This is an optimization exercise on Yosys and OpenROAD, whose aim is small area, not a production implementation.
In this exercise RTL edits were held to simulation tests only and were not proved equivalent to the original.
No activity file was given, so power comes from the tool's default toggle rates.

## flow/config.mk

```make
export PLATFORM = sky130hd
export DESIGN_NAME = ATM_TOP
export DESIGN_NICKNAME = ATM_TOP
export VERILOG_FILES = /design/flow/design.v
export SDC_FILE = /design/flow/constraint.sdc
export NUM_CORES = 4
export LEC_CHECK = 0
export CAP_MARGIN = 20
export CORE_MARGIN = 2
export CORE_UTILIZATION = 40
export SLEW_MARGIN = 20
```

## flow/constraint.sdc

```tcl
create_clock -name core_clock -period 6.0 [get_ports {clk}]
set_input_delay 1.2000 -clock core_clock [delete_from_list [all_inputs] [get_ports {clk}]]
set_output_delay 1.2000 -clock core_clock [all_outputs]
set_load 0.01 [all_outputs]
```

## flow/design.v

```verilog
module timer (
    input wire           clk,
    input wire           rst,
    input wire           start,
    input wire           restart,
    input wire [31:0]    threshold,
    output reg           time_out
);
reg [31:0] counter;
always @(posedge clk or negedge rst) 
begin
    if (!rst) 
    begin
        counter  <= 'b0;
        time_out <= 1'b0;
    end 
    else if (start) 
    begin
        if(!restart)
        begin
            counter <= counter + 'b1;
        end
        else
        begin
            counter <= 'b0;
        end
        if (counter == threshold) 
        begin
            time_out <= 1'b1;
            counter  <= 'd0 ;
        end
        else
        begin
            time_out <= 1'b0;
        end
    end
    else
    begin
        counter <= 'd0;
    end
end
endmodule
module card_handling #(parameter    C_WIDTH   = 6,
                                    P_WIDTH   = 16,
                                    B_WIDTH   = 20,
                                    USERS_NUM = 10)
(
    input wire                  clk,
    input wire                  rst,
    input wire [C_WIDTH-1:0]    card_number,
    input wire                  card_in,
    input wire                  card_out,
    input wire                  operation_done,
    input wire [B_WIDTH-1:0]    updated_balance,
    output reg [P_WIDTH-1:0]    password,
    output reg [B_WIDTH-1:0]    balance,
    output reg                  pass_en     
);
reg [P_WIDTH-1:0] password_rom ;
always @(*)
begin
    case (card_number)
    'd0    : password_rom = 'b0011_0011_0111_0000 ;
    'd1    : password_rom = 'b0011_0101_0000_0110 ;
    'd2    : password_rom = 'b0100_0000_0111_0110 ;
    'd3    : password_rom = 'b0011_0011_0111_0000 ;
    'd4    : password_rom = 'b0101_0010_1001_1000 ;
    'd5    : password_rom = 'b0110_0110_0011_1001 ;
    'd6    : password_rom = 'b0010_0010_1000_0100 ;
    'd7    : password_rom = 'b1001_0001_0010_0101 ;
    'd8    : password_rom = 'b1000_0110_0101_0111 ;
    'd9    : password_rom = 'b0101_0111_1001_0001 ;
    default: password_rom = 'b0 ;
    endcase
end
reg [B_WIDTH*USERS_NUM-1:0] balance_memory ;
reg [B_WIDTH-1:0]           balance_rd ;
localparam [B_WIDTH*USERS_NUM-1:0] BALANCE_INIT = {
    20'd15000 , 20'd40000 , 20'd25000 , 20'd20000 , 20'd4000   ,
    20'd100000, 20'd200000, 20'd10000 , 20'd50000 , 20'd2200   } ;
genvar i ;
generate
for (i = 0 ; i < USERS_NUM ; i = i + 1)
begin : g_balance
    always @(posedge clk or negedge rst) 
    begin
        if (!rst) 
        begin
            balance_memory[i*B_WIDTH +: B_WIDTH] <= BALANCE_INIT[i*B_WIDTH +: B_WIDTH] ;
        end
        else if((card_number == i) && (card_out || operation_done))
        begin
            balance_memory[i*B_WIDTH +: B_WIDTH] <= updated_balance ;
        end
    end
end
endgenerate
integer k ;
always @(*)
begin
    balance_rd = 'b0 ;
    for (k = 0 ; k < USERS_NUM ; k = k + 1)
    begin
        if (card_number == k)
        begin
            balance_rd = balance_memory[k*B_WIDTH +: B_WIDTH] ;
        end
    end
end
always @(posedge clk or negedge rst) 
begin
    if (!rst) 
    begin
        password <= 'b0 ;
        balance  <= 'b0 ;
    end 
    else 
    begin
        if(card_number < USERS_NUM)
        begin
            if(card_in)
            begin
                password <= password_rom ;
                balance  <= balance_rd  ;
            end
        end
        else
        begin
            password <= 'b0 ;
            balance  <= 'b0 ;
        end
    end
end
always @(posedge clk or negedge rst) 
begin
    if(!rst)
    begin
        pass_en <= 1'b0 ;
    end
    else if(card_number < USERS_NUM)
    begin
        pass_en <= card_in ;
    end
    else begin
    end
end
endmodule
module user_interface #(parameter  	P_WIDTH = 16,
                            		B_WIDTH = 20 )
(
    input wire                      clk,
    input wire                      rst,
	input wire                      card_in,
    input wire                      button_0,
    input wire                      button_1,
    input wire                      button_2,
    input wire                      button_3,
    input wire                      button_4,
    input wire                      button_5,
    input wire                      button_6,
    input wire                      button_7,
    input wire                      button_8,
    input wire                      button_9,
    input wire                      enter_button,
    input wire                      cancel_button,
	input wire                      multiple_100_button,
    input wire                      multiple_1000_button,
    input wire                      withdraw_button,
    input wire                      deposit_button,
    input wire                      show_balance,
    input wire                      another_service,
    input wire                      English_button,
    input wire                      Arabic_button,
	output reg     [B_WIDTH-1:0]    entry_value,  
    output reg     [P_WIDTH-1:0]    in_password,  
	output reg     [1:0]            operation,
	output reg     [1:0]	        language
);
reg  [1:0]  count ; 
reg  [3:0]  temp1, temp2, temp3, temp4 ;
reg     [P_WIDTH-1:0]    in_password_temp;
reg     [B_WIDTH-1:0]    entry_value_temp;
reg                 withdraw_hold, withdraw_100_hold, withdraw_1000_hold ;
reg                 withdraw_hold_reg, withdraw_100_hold_reg, withdraw_1000_hold_reg ;
always @(posedge clk or negedge rst) 
begin
	if(!rst)
	begin
		withdraw_hold_reg      <= 1'b0;
		withdraw_100_hold_reg  <= 1'b0;
		withdraw_1000_hold_reg <= 1'b0;
	end
	else
	begin
		withdraw_hold_reg      <= withdraw_hold ;
		withdraw_100_hold_reg  <= withdraw_100_hold ;
		withdraw_1000_hold_reg <= withdraw_1000_hold ;
	end
end
always @(posedge clk or negedge rst) 
begin
	if(!rst)
	begin
		in_password     <= 'b0;
		entry_value  <= 'b0;
	end
	else
	begin
		in_password     <= in_password_temp ;
		entry_value     <= entry_value_temp ;
	end
end
always @(*) 
begin
	if(withdraw_button || deposit_button)
	begin
		entry_value_temp = entry_value ;
		withdraw_hold       = 1'b1; 
		withdraw_100_hold   = 1'b0;
		withdraw_1000_hold  = 1'b0;
	end
	else if(withdraw_hold_reg)
	begin
		entry_value_temp   = entry_value ;
		withdraw_hold      = withdraw_hold_reg ;
		withdraw_100_hold  = withdraw_100_hold_reg ;
		withdraw_1000_hold = withdraw_1000_hold_reg ;
		  if(multiple_100_button)
		begin
			entry_value_temp = entry_value ;
			withdraw_100_hold   = 1'b1;
			withdraw_hold       = 1'b1;
			withdraw_1000_hold  = 1'b0;
		end
		else if(withdraw_100_hold_reg)
		begin
			if(button_1)
			begin
				entry_value_temp = 'd100;
				withdraw_100_hold   = 1'b0;
				withdraw_hold       = 1'b0;
				withdraw_1000_hold  = 1'b0;
			end
			else if(button_2)
			begin
				entry_value_temp = 'd200 ;
				withdraw_100_hold   = 1'b0;
				withdraw_hold       = 1'b0;
				withdraw_1000_hold  = 1'b0;
			end
			else if(button_3)
			begin
				entry_value_temp = 'd300 ;
				withdraw_100_hold   = 1'b0;
				withdraw_hold       = 1'b0;
				withdraw_1000_hold  = 1'b0;
			end
			else if(button_4)
			begin
				entry_value_temp = 'd400 ;
				withdraw_100_hold   = 1'b0;
				withdraw_hold       = 1'b0;
				withdraw_1000_hold  = 1'b0;
			end
			else if(button_5)
			begin
				entry_value_temp      = 'd500 ;
				withdraw_100_hold   = 1'b0;
				withdraw_hold       = 1'b0;
				withdraw_1000_hold  = 1'b0;
			end
			else if(button_6)
			begin
				entry_value_temp      = 'd600 ;
				withdraw_100_hold   = 1'b0;
				withdraw_hold       = 1'b0;
				withdraw_1000_hold  = 1'b0;
			end
			else if(button_7)
			begin
				entry_value_temp      = 'd700 ;
				withdraw_100_hold   = 1'b0;
				withdraw_hold       = 1'b0;
				withdraw_1000_hold  = 1'b0;
			end
			else if(button_8)
			begin
				entry_value_temp      = 'd800 ;
				withdraw_100_hold   = 1'b0;
				withdraw_hold       = 1'b0;
				withdraw_1000_hold  = 1'b0;
			end
			else if(button_9)
			begin
				entry_value_temp      = 'd900 ;
				withdraw_100_hold   = 1'b0;
				withdraw_hold       = 1'b0;
				withdraw_1000_hold  = 1'b0;
			end
			else
			begin
				entry_value_temp = entry_value ;
				withdraw_100_hold   = 1'b1;
				withdraw_hold       = 1'b1;
				withdraw_1000_hold  = 1'b0;
			end
		end
		else if(multiple_1000_button)
		begin
			entry_value_temp = entry_value ;
			withdraw_hold      = 1'b1;
			withdraw_100_hold  = 1'b0;
			withdraw_1000_hold = 1'b1;
		end
		else if(withdraw_1000_hold_reg)
		begin
			if(button_1)
			begin
				entry_value_temp = 'd1000 ;
				withdraw_hold      = 1'b0;
				withdraw_100_hold  = 1'b0;
				withdraw_1000_hold = 1'b0;
			end
			else if(button_2)
			begin
				entry_value_temp = 'd2000 ;
				withdraw_hold      = 1'b0;
				withdraw_100_hold  = 1'b0;
				withdraw_1000_hold = 1'b0;
			end
			else if(button_3)
			begin
				entry_value_temp = 'd3000 ;
				withdraw_hold      = 1'b0;
				withdraw_100_hold  = 1'b0;
				withdraw_1000_hold = 1'b0;
			end
			else if(button_4)
			begin
				entry_value_temp = 'd4000 ;
				withdraw_hold      = 1'b0;
				withdraw_100_hold  = 1'b0;
				withdraw_1000_hold = 1'b0;
			end
			else if(button_5)
			begin
				entry_value_temp = 'd5000 ;
				withdraw_hold      = 1'b0;
				withdraw_100_hold  = 1'b0;
				withdraw_1000_hold = 1'b0;
			end
			else if(button_6)
			begin
				entry_value_temp = 'd6000 ;
				withdraw_hold      = 1'b0;
				withdraw_100_hold  = 1'b0;
				withdraw_1000_hold = 1'b0;
			end
			else if(button_7)
			begin
				entry_value_temp = 'd7000 ;
				withdraw_hold      = 1'b0;
				withdraw_100_hold  = 1'b0;
				withdraw_1000_hold = 1'b0;
			end
			else if(button_8)
			begin
				entry_value_temp = 'd8000 ;
				withdraw_hold      = 1'b0;
				withdraw_100_hold  = 1'b0;
				withdraw_1000_hold = 1'b0;
			end
			else if(button_9)
			begin
				entry_value_temp = 'd9000 ;
				withdraw_hold      = 1'b0;
				withdraw_100_hold  = 1'b0;
				withdraw_1000_hold = 1'b0;
			end
			else
			begin
				entry_value_temp = entry_value ;
				withdraw_hold      = 1'b1;
				withdraw_100_hold  = 1'b0;
				withdraw_1000_hold = 1'b1;
			end
		end 
	end
	else
	begin
		entry_value_temp = entry_value ;
		withdraw_hold      = 1'b0;
		withdraw_100_hold  = 1'b0;
		withdraw_1000_hold = 1'b0;
	end
end
always @(*) 
begin
	if(withdraw_button)
	begin
		operation = 2'b00 ;
	end
	else if(deposit_button)
	begin
		operation = 2'b01 ;
	end
	else if(show_balance)
	begin
		operation = 2'b10 ;
	end
	else
	begin
		operation = 2'b11 ;  
	end
end
always @(posedge clk or negedge rst) 
begin
    if(!rst)
    begin
        count <= 'b0;
		temp1 <= 'd0;
		temp2 <= 'd0;
		temp3 <= 'd0;
		temp4 <= 'd0;
    end
    else if(card_in)
	begin
		count <= 'b0 ;
	end
	else
    begin
        if(button_0)
        begin
		  if(count == 'd0)
		  begin
		   temp1 <= 'd0;
		   count <= count + 1'b1 ;
		  end
		  else if(count == 'd1)
		  begin
		   temp2 <= 'd0;
		   count <= count + 1'b1 ;
		  end
		  else if(count == 'd2)
		  begin
		   temp3 <= 'd0;
		   count <= count + 1'b1 ;
		  end
		  else
		  begin
		   temp4 <= 'd0;
		   count <= 1'b0 ;
		  end
        end
        else if (button_1) 
        begin
		  if(count == 'd0)
		  begin
		   temp1 <= 'd1;
		   count <= count + 1'b1 ;
		  end
		  else if(count == 'd1)
		  begin
		   temp2 <= 'd1;
		   count <= count + 1'b1 ;
		  end
		  else if(count == 'd2)
		  begin
		   temp3 <= 'd1;
		   count <= count + 1'b1 ;
		  end
		  else
		  begin
		   temp4 <= 'd1;
		   count <= 1'b0 ;
		  end
        end
        else if (button_2) 
        begin
		 if(count == 'd0)
		  begin
		   temp1 <= 'd2;
		   count <= count + 1'b1 ;
		  end
		  else if(count == 'd1)
		  begin
		   temp2 <= 'd2;
		   count <= count + 1'b1 ;
		  end
		  else if(count == 'd2)
		  begin
		   temp3 <= 'd2;
		   count <= count + 1'b1 ;
		  end
		  else
		  begin
		   temp4 <= 'd2;
		   count <= 1'b0 ;
		  end
        end
        else if (button_3) 
        begin
		 if(count == 'd0)
		  begin
		   temp1 <= 'd3;
		   count <= count + 1'b1 ;
		  end
		  else if(count == 'd1)
		  begin
		   temp2 <= 'd3;
		   count <= count + 1'b1 ;
		  end
		  else if(count == 'd2)
		  begin
		   temp3 <= 'd3;
		   count <= count + 1'b1 ;
		  end
		  else
		  begin
		   temp4 <= 'd3;
		   count <= 1'b0 ;
		  end
        end
        else if (button_4) 
        begin
		  if(count == 'd0)
		  begin
		   temp1 <= 'd4;
		   count <= count + 1'b1 ;
		  end
		  else if(count == 'd1)
		  begin
		   temp2 <= 'd4;
		   count <= count + 1'b1 ;
		  end
		  else if(count == 'd2)
		  begin
		   temp3 <= 'd4;
		   count <= count + 1'b1 ;
		  end
		  else
		  begin
		   temp4 <= 'd4;
		   count <= 1'b0 ;
		  end
        end
        else if (button_5) 
        begin
           if(count == 'd0)
		  begin
		   temp1 <= 'd5;
		   count <= count + 1'b1 ;
		  end
		  else if(count == 'd1)
		  begin
		   temp2 <= 'd5;
		   count <= count + 1'b1 ;
		  end
		  else if(count == 'd2)
		  begin
		   temp3 <= 'd5;
		   count <= count + 1'b1 ;
		  end
		  else
		  begin
		   temp4 <= 'd5;
		   count <= 1'b0 ;
		  end 
        end
        else if (button_6) 
        begin
		 if(count == 'd0)
		  begin
		   temp1 <= 'd6;
		   count <= count + 1'b1 ;
		  end
		  else if(count == 'd1)
		  begin
		   temp2 <= 'd6;
		   count <= count + 1'b1 ;
		  end
		  else if(count == 'd2)
		  begin
		   temp3 <= 'd6;
		   count <= count + 1'b1 ;
		  end
		  else
		  begin
		   temp4 <= 'd6;
		   count <= 1'b0 ;
		  end 
        end
        else if (button_7) 
        begin
            if(count == 'd0)
		  begin
		   temp1 <= 'd7;
		   count <= count + 1'b1 ;
		  end
		  else if(count == 'd1)
		  begin
		   temp2 <= 'd7;
		   count <= count + 1'b1 ;
		  end
		  else if(count == 'd2)
		  begin
		   temp3 <= 'd7;
		   count <= count + 1'b1 ;
		  end
		  else
		  begin
		   temp4 <= 'd7;
		   count <= 1'b0 ;
		  end 
        end
        else if (button_8) 
        begin
            if(count == 'd0)
		  begin
		   temp1 <= 'd8;
		   count <= count + 1'b1 ;
		  end
		  else if(count == 'd1)
		  begin
		   temp2 <= 'd8;
		   count <= count + 1'b1 ;
		  end
		  else if(count == 'd2)
		  begin
		   temp3 <= 'd8;
		   count <= count + 1'b1 ;
		  end
		  else
		  begin
		   temp4 <= 'd8;
		   count <= 1'b0 ;
		  end 
        end
        else if (button_9) 
        begin
            if(count == 'd0)
		  begin
		   temp1 <= 'd9;
		   count <= count + 1'b1 ;
		  end
		  else if(count == 'd1)
		  begin
		   temp2 <= 'd9;
		   count <= count + 1'b1 ;
		  end
		  else if(count == 'd2)
		  begin
		   temp3 <= 'd9;
		   count <= count + 1'b1 ;
		  end
		  else
		  begin
		   temp4 <= 'd9;
		   count <= 1'b0 ;
		  end 
        end
    end
end
always @(*) begin
    if(enter_button ) 
	begin
		in_password_temp = {temp1, temp2, temp3, temp4} ;
	end
	else
	begin
		in_password_temp = in_password ;
	end
end
always @(*) 
begin
	if(English_button)
	begin
		language = 2'b01;
	end	
	else if(Arabic_button)
	begin
		language = 2'b10;
	end
	else
	begin
		language = 2'b00;   
	end
end
endmodule
module ATM_FSM #(parameter  P_WIDTH = 16,
                            B_WIDTH = 20 )
(
    input wire              clk,
    input wire              rst,
    input wire                       time_out,
    input wire     [P_WIDTH-1:0]     user_password,
    input wire     [B_WIDTH-1:0]     current_balance,
    input wire                       pass_en,
    input wire     [P_WIDTH-1:0]     in_password,
    input wire                       enter_button,
    input wire                       cancel_button,
    input wire                       correction_button,
    input wire                       another_service,
    input wire     [1:0]             language,       
    input wire     [1:0]             operation,      
    input wire     [B_WIDTH-1:0]     actual_deposit_value,
    input wire     [B_WIDTH-1:0]     entry_value,
    output reg     [B_WIDTH-1:0]     updated_balance,
    output reg                       wrong_password,
    output reg                       operation_done,  
    output reg                       error,  
    output reg                       start_timer,  
    output wire                      restart_timer,  
    output reg                       card_out
);
localparam          IDLE             = 4'b0000 ,
                    LANGUAGE         = 4'b0001 ,
                    WRITE_PASS       = 4'b0010 ,
                    CHECK_PASS       = 4'b0011 ,
                    OPERATION        = 4'b0100 ,
                    WRITE_WITHDRAW   = 4'b0101 ,
                    WITHDRAW         = 4'b0110 ,
                    WRITE_DEPOSIT    = 4'b0111 ,
                    DEPOSIT          = 4'b1000 ,
                    BALANCE          = 4'b1001 ;
reg      [3:0]      current_state ,
                    next_state ;
reg      [B_WIDTH-1:0]     updated_balance_comb ;
reg      [1:0]    error_count ;
reg      [1:0]    error_count_reg ;
always @(posedge clk or negedge rst) 
begin
    if(!rst)
    begin
        error_count_reg <= 'b0 ;
    end
    else
    begin
        error_count_reg <= error_count ;
    end
end
reg                        op_done_reg ;
always @(posedge clk or negedge rst) 
begin
    if(!rst)
    begin
        op_done_reg <= 1'b0 ;
    end
    else
    begin
        op_done_reg <= operation_done && ((current_state == WITHDRAW) || (current_state == DEPOSIT)) ;
    end
end
always @(posedge clk or negedge rst) 
begin
    if(!rst)
    begin
        updated_balance <= 'b0 ;
    end
    else
    begin
        if(pass_en)
        begin
            updated_balance <= current_balance ;
        end
        else
        begin
            updated_balance <= updated_balance_comb ;
        end
    end   
end
always @ (posedge clk or negedge rst)
begin
    if(!rst)
    begin
        current_state <= IDLE ;
    end
    else
    begin
        current_state <= next_state ;
    end
end
always @ (*)
begin
    error_count = error_count_reg;
    case (current_state)
    IDLE : begin
        error_count = 'b0;
        if(pass_en)
        begin
            next_state = LANGUAGE ;
        end
        else
        begin
            next_state = IDLE ;
        end
    end
    LANGUAGE : begin
        if(time_out || cancel_button)  
        begin
            next_state = IDLE ;
        end
        else
        begin
            if(language == 2'b01 || language == 2'b10)
            begin
                next_state = WRITE_PASS ;
            end
            else
            begin
                next_state = LANGUAGE ;
            end
        end
    end
    WRITE_PASS : begin
        error_count = error_count_reg;
        if(time_out || cancel_button)
        begin
            next_state = IDLE ;
        end
        else if(enter_button)
        begin
            next_state = CHECK_PASS ;
        end
        else
        begin
            next_state = WRITE_PASS ;
        end
    end
    CHECK_PASS : begin
        if(wrong_password)  
        begin
            if(error_count_reg == 2'b10)
            begin
                error_count = 2'b0;
                next_state = IDLE ;
            end
            else
            begin
                error_count = error_count_reg + 'b1 ;
                next_state = WRITE_PASS ;
            end    
        end
        else
        begin
            error_count = 2'b0;
            next_state = OPERATION ;
        end
    end
    OPERATION : begin
        if(time_out || cancel_button)  
        begin
            next_state = IDLE ;
        end
        else
        begin
            if(operation == 2'b00)
            begin
                next_state = WRITE_WITHDRAW ;
            end
            else if(operation == 2'b01)
            begin
                next_state = WRITE_DEPOSIT ;
            end
            else if(operation == 2'b10)
            begin
                next_state = BALANCE ;
            end
            else
            begin
                next_state = OPERATION ;
            end
        end
    end
    WRITE_WITHDRAW : begin
         error_count = error_count_reg;
        if(time_out || cancel_button)
        begin
            next_state = IDLE ;
        end
        else
        begin
            if(enter_button)
            begin
                next_state = WITHDRAW ;
            end
            else 
            begin
                next_state = WRITE_WITHDRAW ;
            end
        end
    end
    WITHDRAW : begin
        if(operation_done)
        begin
            error_count = 2'b0;
            if(time_out || cancel_button)
            begin
                next_state = IDLE ;
            end
            else
            begin
                if(another_service)
                begin
                    next_state = OPERATION ;
                end
                else
                begin
                    next_state = WITHDRAW ;
                end
            end
        end
        else  
        begin
            if(error_count_reg == 2'b10)
            begin
                error_count = 2'b0;
                next_state = IDLE ;
            end
            else
            begin
                error_count = error_count_reg + 'b1 ;
                next_state = WRITE_WITHDRAW ;
            end
        end
    end
    WRITE_DEPOSIT : begin
         error_count = error_count_reg;
        if(time_out || cancel_button)
        begin
            next_state = IDLE ;
        end
        else
        begin
            if(enter_button)
            begin
                next_state = DEPOSIT ;
            end
            else
            begin
                next_state = WRITE_DEPOSIT ;
            end
        end
    end
    DEPOSIT : begin
        if(operation_done)
        begin
            error_count = 2'b0;
            if(time_out || cancel_button)
            begin
                next_state = IDLE ;
            end
            else
            begin
                if(another_service)
                begin
                    next_state = OPERATION ;
                end
                else
                begin
                    next_state = DEPOSIT ;
                end
            end 
        end
        else  
        begin
            if(error_count_reg == 2'b10)
            begin
                error_count = 2'b0;
                next_state = IDLE ;
            end
            else
            begin
                error_count = error_count_reg + 'b1 ;
                next_state = WRITE_DEPOSIT ;
            end
        end
    end
    BALANCE : begin
        if(time_out || cancel_button)
        begin
            next_state = IDLE ;
        end
        else
        begin
            if(another_service)
            begin
                next_state = OPERATION ;
            end
            else
            begin
                next_state = BALANCE ;
            end
        end
    end
    default : begin
        next_state = IDLE ;
    end
    endcase
end
always @ (*)
begin
    case (current_state)
    IDLE : begin
        wrong_password = 1'b0 ;
        operation_done = 1'b0 ;
        error = 1'b0 ;
        updated_balance_comb = updated_balance ; 
        start_timer = 1'b0 ;
        card_out = 1'b0 ;
    end
    LANGUAGE : begin
        wrong_password = 1'b0 ;
        operation_done = 1'b0 ;
        error = 1'b0 ;
        updated_balance_comb = updated_balance ; 
        start_timer = 1'b1 ;
        if(time_out || cancel_button) 
        begin
            card_out = 1'b1 ;
        end
        else
        begin
            card_out = 1'b0 ;
        end  
    end
    WRITE_PASS : begin
        wrong_password = 1'b0 ;
        operation_done = 1'b0 ;
        error = 1'b0 ;
        updated_balance_comb = updated_balance ; 
        start_timer = 1'b1 ;
        if(time_out || cancel_button) 
        begin
            card_out = 1'b1 ;
        end
        else
        begin
            card_out = 1'b0 ;
        end  
    end
    CHECK_PASS : begin
        operation_done = 1'b0 ;
        updated_balance_comb = updated_balance ; 
        start_timer = 1'b0 ;
        card_out = 1'b0 ;
        if(in_password == user_password)
        begin
            wrong_password = 1'b0 ;
            error = 1'b0 ;
        end
        else
        begin
            wrong_password = 1'b1 ;
            error = 1'b1 ;
        end
    end
    OPERATION : begin
        wrong_password = 1'b0 ;
        operation_done = 1'b0 ;
        error = 1'b0 ;
        updated_balance_comb = updated_balance ;
        start_timer = 1'b1 ;
        if(time_out || cancel_button) 
        begin
            card_out = 1'b1 ;
        end
        else
        begin
            card_out = 1'b0 ;
        end  
    end
    WRITE_WITHDRAW : begin
        wrong_password = 1'b0 ;
        operation_done = 1'b0 ;
        error = 1'b0 ;
        updated_balance_comb = updated_balance ; 
        start_timer = 1'b1 ;
        if(time_out || cancel_button) 
        begin
            card_out = 1'b1 ;
        end
        else
        begin
            card_out = 1'b0 ;
        end  
    end
    WITHDRAW : begin
        wrong_password = 1'b0 ;
        start_timer = 1'b1 ;
        if(!op_done_reg)  
        begin
            if(entry_value > current_balance)
            begin
                error = 1'b1 ;
                updated_balance_comb = updated_balance ;
                operation_done = 1'b0 ;
            end
            else
            begin
                error = 1'b0 ;
                updated_balance_comb = updated_balance - entry_value ;
                operation_done = 1'b1 ;
            end
        end
        else
        begin
            error = 1'b0 ;
            updated_balance_comb = updated_balance ;
            operation_done = 1'b1 ;
        end 
        if(time_out || cancel_button) 
        begin
            card_out = 1'b1 ;
        end
        else
        begin
            card_out = 1'b0 ;
        end  
    end
    WRITE_DEPOSIT : begin
        wrong_password = 1'b0 ;
        operation_done = 1'b0 ;
        error = 1'b0 ;
        updated_balance_comb = updated_balance ; 
        start_timer = 1'b1 ;
        if(time_out || cancel_button) 
        begin
            card_out = 1'b1 ;
        end
        else
        begin
            card_out = 1'b0 ;
        end  
    end
    DEPOSIT : begin
        wrong_password = 1'b0 ;
        start_timer = 1'b1 ;
        if(!op_done_reg)  
        begin
            if(entry_value == actual_deposit_value)
            begin
                error = 1'b0 ;
                updated_balance_comb = updated_balance + actual_deposit_value ;
                operation_done = 1'b1 ;
            end
            else
            begin
                error = 1'b1 ;
                updated_balance_comb = updated_balance ;
                operation_done = 1'b0 ;
            end
        end
        else
        begin
            error = 1'b0 ;
            updated_balance_comb = updated_balance ;
            operation_done = 1'b1 ;
        end
        if(time_out || cancel_button) 
        begin
            card_out = 1'b1 ;
        end
        else
        begin
            card_out = 1'b0 ;
        end   
    end
    BALANCE : begin
        wrong_password = 1'b0 ;
        operation_done = 1'b1 ;
        error = 1'b0 ;
        updated_balance_comb = updated_balance ; 
        start_timer = 1'b1 ;
        if(time_out || cancel_button) 
        begin
            card_out = 1'b1 ;
        end
        else
        begin
            card_out = 1'b0 ;
        end  
    end
    default : begin
        wrong_password = 1'b0 ;
        operation_done = 1'b0 ;
        error = 1'b0 ;
        updated_balance_comb = updated_balance ; 
        start_timer = 1'b0 ;
        card_out = 1'b0 ;
    end
    endcase
end
assign restart_timer = another_service || enter_button || (language == 2'b01) || (language == 2'b10) || (operation == 2'b00) || (operation == 2'b01) || (operation == 2'b10);
endmodule
module ATM_TOP #(parameter  P_WIDTH = 16,
                            B_WIDTH = 20, 
							C_WIDTH = 6)
( 
    input   wire                    clk,
    input   wire                    rst,
	input wire [C_WIDTH-1:0]         card_number,
	input wire                       card_in,
    input wire                      button_0,
    input wire                      button_1,
    input wire                      button_2,
    input wire                      button_3,
    input wire                      button_4,
    input wire                      button_5,
    input wire                      button_6,
    input wire                      button_7,
    input wire                      button_8,
    input wire                      button_9,
    input wire                      enter_button,
    input wire                      cancel_button,
    input wire                      withdraw_button,
    input wire                      deposit_button,
    input wire                      show_balance,
	input wire                      another_service,
    input wire                      English_button,
    input wire                      Arabic_button,
	input wire                      multiple_100_button,
    input wire                      multiple_1000_button,
    input wire     [B_WIDTH-1:0]     actual_deposit_value,
	input wire [31:0]                threshold,
	output wire	                         card_out,
	output wire  [B_WIDTH-1:0]     updated_balance,  
	output wire                    operation_done, 
	output wire                    error,
	output wire                    wrong_password
	);
wire  [B_WIDTH-1:0]         entry_value;
wire  [P_WIDTH-1:0]         password; 
wire  [B_WIDTH-1:0]         balance; 
wire                        pass_en; 
wire  [P_WIDTH-1:0]         in_password ;  
wire  [1:0]                 operation ;  
wire                         time_out ;  
wire                         start_timer ;  
wire                         restart_timer;  
wire     [1:0]               language ;
card_handling U0_card_handling (
    .clk(clk),
    .rst(rst),
    .card_number(card_number),
    .card_in(card_in),
	.card_out(card_out),
	.updated_balance(updated_balance),
    .password(password),
    .balance(balance),
	.operation_done(operation_done),
    .pass_en(pass_en)
);
user_interface U0_user_interface (
    .clk(clk),
    .rst(rst),
    .button_0(button_0),
	.button_1(button_1),
	.button_2(button_2),
	.button_3(button_3),
	.button_4(button_4),
	.button_5(button_5),
	.button_6(button_6),
	.button_7(button_7),
	.button_8(button_8),
	.button_9(button_9),
    .card_in(card_in),
	.multiple_100_button(multiple_100_button),
	.multiple_1000_button(multiple_1000_button),
    .enter_button(enter_button),
    .cancel_button(cancel_button),
    .withdraw_button(withdraw_button),
    .deposit_button(deposit_button),
	.show_balance(show_balance),
	.another_service(another_service),
	.English_button(English_button),
	.Arabic_button(Arabic_button),
	.entry_value(entry_value),
	.in_password(in_password),
	.operation(operation),
	.language(language)
);
timer U0_timer (
    .clk(clk),
    .rst(rst),
	.restart(restart_timer),
    .start(start_timer),
    .threshold(threshold),
    .time_out(time_out)
);
ATM_FSM U0_ATM_FSM (
    .clk(clk),
    .rst(rst),
    .time_out(time_out),
    .user_password(password),
    .current_balance(balance),
    .pass_en(pass_en),
	.card_out(card_out),
    .in_password(in_password),
    .enter_button(enter_button),
	.cancel_button(cancel_button),
	.correction_button(1'b0),
	.another_service(another_service),
	.language(language),
	.operation(operation),
	.entry_value(entry_value),
	.actual_deposit_value(actual_deposit_value),
	.updated_balance(updated_balance),
	.wrong_password(wrong_password),
	.operation_done(operation_done),
	.error(error),
	.start_timer(start_timer),
	.restart_timer(restart_timer)
);
endmodule
```

## flow/run.sh

```bash
#!/bin/bash
# synth_recipe.tcl (not shown) runs the flow's synth.tcl, then flattens the netlist and writes it again
# the make line also repeats each setting of config.mk as NAME=value (left out here)
make -C /OpenROAD-flow-scripts/flow DESIGN_CONFIG=/design/flow/config.mk WORK_HOME=/design/flow/orfs CLKGATE_MAP_FILE= SYNTH_SCRIPT=/design/flow/synth_recipe.tcl finish
```

==> metrics.md <==
| Metric | Value |
|---|---|
| Status | `finished clean` |
| Die width | `219.9 um` |
| Slew @ Worst Pin | `1.065 ns` |
| Post-cts gate resize count | `0` |
| Drt wl/cell | `20.63 um` |
| Number of setup violations in the final report | `0` |
| Vias per std cell | `5.763` |
| Synthesized area per cell | `10.66 sq um` |
| Slew Viols, Final | `0` |
| Largest Register | `U0_card_handling.balance_memory` |
| Top cell type's share of synthesized area | `0.3878` |
| Die height | `219.9 um` |
| Clock Tree Buf Depth | `3` |
| Vias in the first global route | `14,231` |
| Area grow syn2layout | `15.55%` |
| Max Cap Violations | `0` |
| 1st-iter DRT viols | `1,103` |
| Critical path data required time | `4.80 ns` |
| Synth warn | `4` |
| Register Area | `8703 sq um` |
| Post-route setup TNS | `0 ns` |
| Gr usage total | `0.2115` |
| Yosys cell types | `83` |
| EDFF count, synth | `0` |
| Met3 usage | `0.03271` |
| Global Route met2 Usage | `0.3463` |
| Post-synth top cells | `dfrtp_1, nor2_1, nand2_1` |
| Fillers | `4,314` |
| Multi-input gate area | `9246 sq um` |
| Initial Util | `0.4031` |
| Total routed wirelength | `50.30 mm` |
| Worst Setup Start Kind | `primary input` |
| VDD IR max | `242.2 uV` |
| Die Area | `48,360 sq um` |
| ANT cells | `0` |
| Pwr per Cell Area | `305.6 nW/um^2` |
| Cells after Synth | `1,750` |
| Post-Route Skew | `0.02537 ns` |
| Regs by FF count | `U0_card_handling.balance_memory (200), U0_timer.counter (32)` |
| Fmax | `208.9 MHz` |
| Largest cells by area after synthesis | `dfrtp_1, dfstp_2, mux2_1, mux2_2, xnor2_1` |
| Hold-fix buffer count after cts | `0` |
| Clock transition at path regs | `0.06 ns` |
| Via count | `14,051` |
| I/O pins | `105` |
| Post-synth top area cell | `dfrtp_1` |
| Clock latency at the later pin of the worst-skew pair | `0.58 ns` |
| # clock sinks | `345` |
| Total grt overflow | `0` |
| #FFs+latches synth | `345` |
| Synthesized cell area | `18,650 sq um` |
| Initial antenna violation count | `0` |
| Most common cell in the synthesized netlist | `dfrtp_1` |
| Row count | `79` |
| First-pass DRT Iterations | `5` |
| CTS H-tree depth | `2` |
| Period utilization | `0.7978` |
| Crit-path max FO | `4` |
| Non-Filler Instances | `2,438` |
| Top_reg_cell synth | `dfrtp_1` |
| Met1 Use GR | `0.2937` |
| DRT antenna net count | `0` |
| Nets | `1,927` |
| Headroom to the max-slew limit | `0.2902` |
| CTS tree | `built` |
| Crit path DAT | `3.59 ns` |
| Layout cells sized above 1 | `0.1671` |
| Max reg flops | `200` |
| Core area | `46,260 sq um` |
| Post-route DRC | `0` |
| Final hold violation count | `0` |
| # Post-CTS Setup Buffers | `0` |
| Detail Placement HPWL | `35.41 mm` |
| Root Buffer | `clkbuf_16` |
| Final min period | `4.787 ns` |
| Synthesized Nets | `1,875` |
| RSZ-0062 raised after global routing | `no` |
| Fraction of registers with async set or reset after synthesis | `1.000` |
| Final GP Congestion | `0.8818` |
| DP Cell Count | `2,368` |
| Grt peak-use layer | `met2` |
| Wire length of the first global-routing pass | `80.73 mm` |
| Sequential area share after synthesis | `0.4668` |
| CTS Buf Count | `39` |
| Number of port buffers | `104` |
| Min-Delay Path Class | `reg -> reg` |
| CP endpoint kind | `output port` |
| Critical path class | `in -> out` |
| Pin count of the biggest net entering global routing | `118` |
| Static Leak | `9.558 nW` |
[worst paths after layout]
kind	from	endpoint	slack, ns	cells after the start
min reg2reg	U0_user_interface.temp3[2]	U0_user_interface.temp3[2]	0.48	1
max reg2reg	U0_ATM_FSM.current_state[1]	U0_ATM_FSM.updated_balance[18]	1.58	13
min in group asynchronous	rst	U0_user_interface.temp2[1]	0.61	1
max in group asynchronous	rst	U0_card_handling.balance_memory[31]	4.23	2
min	U0_user_interface.temp3[2]	U0_user_interface.temp3[2]	0.48	1
max	actual_deposit_value[18]	error	1.21	9
[cell type report]
cell class              count  area share
multi-input cells        1239      0.4292
flip-flops and latches    345      0.4039
repair buffers            132     0.05883
clock buffers              54     0.05023
well taps                 607     0.03525
clock inverters            16     0.01475
inverters                  45    0.007840
[worst max-delay path: stages]
cell             delay [ns]
clkdlybuf4s50_1        0.44
nor4_1                 0.28
nand2_1                0.15
nor4_4                 0.39
nor2_1                 0.12
a21o_1                 0.19
a21oi_1                0.25
inv_1                  0.09
clkdlybuf4s50_1        0.49
[cell usage in the layout (no fill, tap or decap), types with 12 or more instances in the layout]
master / instances
a21oi_1: 77
a221oi_1: 38
and3_1: 19
buf_4: 26
clkbuf_16: 39
clkdlybuf4s50_1: 102
dfrtp_1: 289
dfstp_2: 56
ha_1: 43
inv_1: 45
mux2_1: 107
mux2_2: 105
mux2_4: 20
mux2i_1: 15
nand2_1: 111
nand3_1: 23
nand4_1: 28
nor2_1: 151
nor3_1: 35
nor4_1: 19
o211ai_1: 23
o21a_1: 14
o21ai_0: 85
o22ai_1: 22
o31ai_1: 12
xnor2_1: 71
xor2_1: 33
[stage by stage]
step	total power, mW	area [sq um]	hold slack [ns]	utilization	setup slack (ns)
final	6.585	21550	0.4829	0.4658	1.213
after global routing	6.897	21550	0.5023	0.4658	1.079
after CTS	6.635	21540	0.4882	0.4657	1.198
after detailed placement	4.000	20140	0.4673	0.4354	1.266
after global placement	3.955	20120	0.4679	0.4348	1.255
after floorplan	3.555	18650	0.4498	-	2.277
[logic make-up after synthesis]
kind of cell,synth area share
buffers and inverters,0.04033
adder cells (fa/ha/maj),0.02993
XOR/XNOR,0.04885
AO/OA/AOI/OAI,0.1428
multiplexers,0.1522
flip-flops,0.4668
AND/OR/NAND/NOR,0.1192
[metal layers]
layer  part of all wire  up-vias  routed length (um)
met5                  0        -                   0
met3              0.058       76                2935
met1               0.46     7100               22930
li1                   -     6470                   -
met4              0.019        0                 967
met2               0.47      405               23470
[power breakdown]
group,internal (mW),leakage (nW),switching [mW],total (mW)
Clock,1.62,0.685,0.999,2.62
Sequential,2.57,4.54,0.265,2.83
Combinational,0.533,4.33,0.604,1.14

[what the ideal ports hide]
Ports are ideal in the flow. The routed layout listed here was re-timed in OpenROAD. Step 1: set_driving_cell puts a clkbuf_16 on clk and a buf_2 on each other input, an assumption about the parent block. Step 2, shift: input delay + t, output delay - t, t = (earliest + latest rising clock arrival at the registers) / 2. This alone moves slack from input paths to output paths. Three values: ideal ports, drivers, drivers and shift; two values: the first two.
t (ns): 0.617
setup slack, ns: 1.213 / 1.185 / 1.185
worst setup path at the end: input to output
slew at the worst register clock pin (ns): 0.06 / 0.06
pins driven straight from the clock port: 1
After both steps setup and hold are still met in this run. For this run, drivers alone change the setup slack by -0.028 ns; drivers and shift together by -0.028 ns.
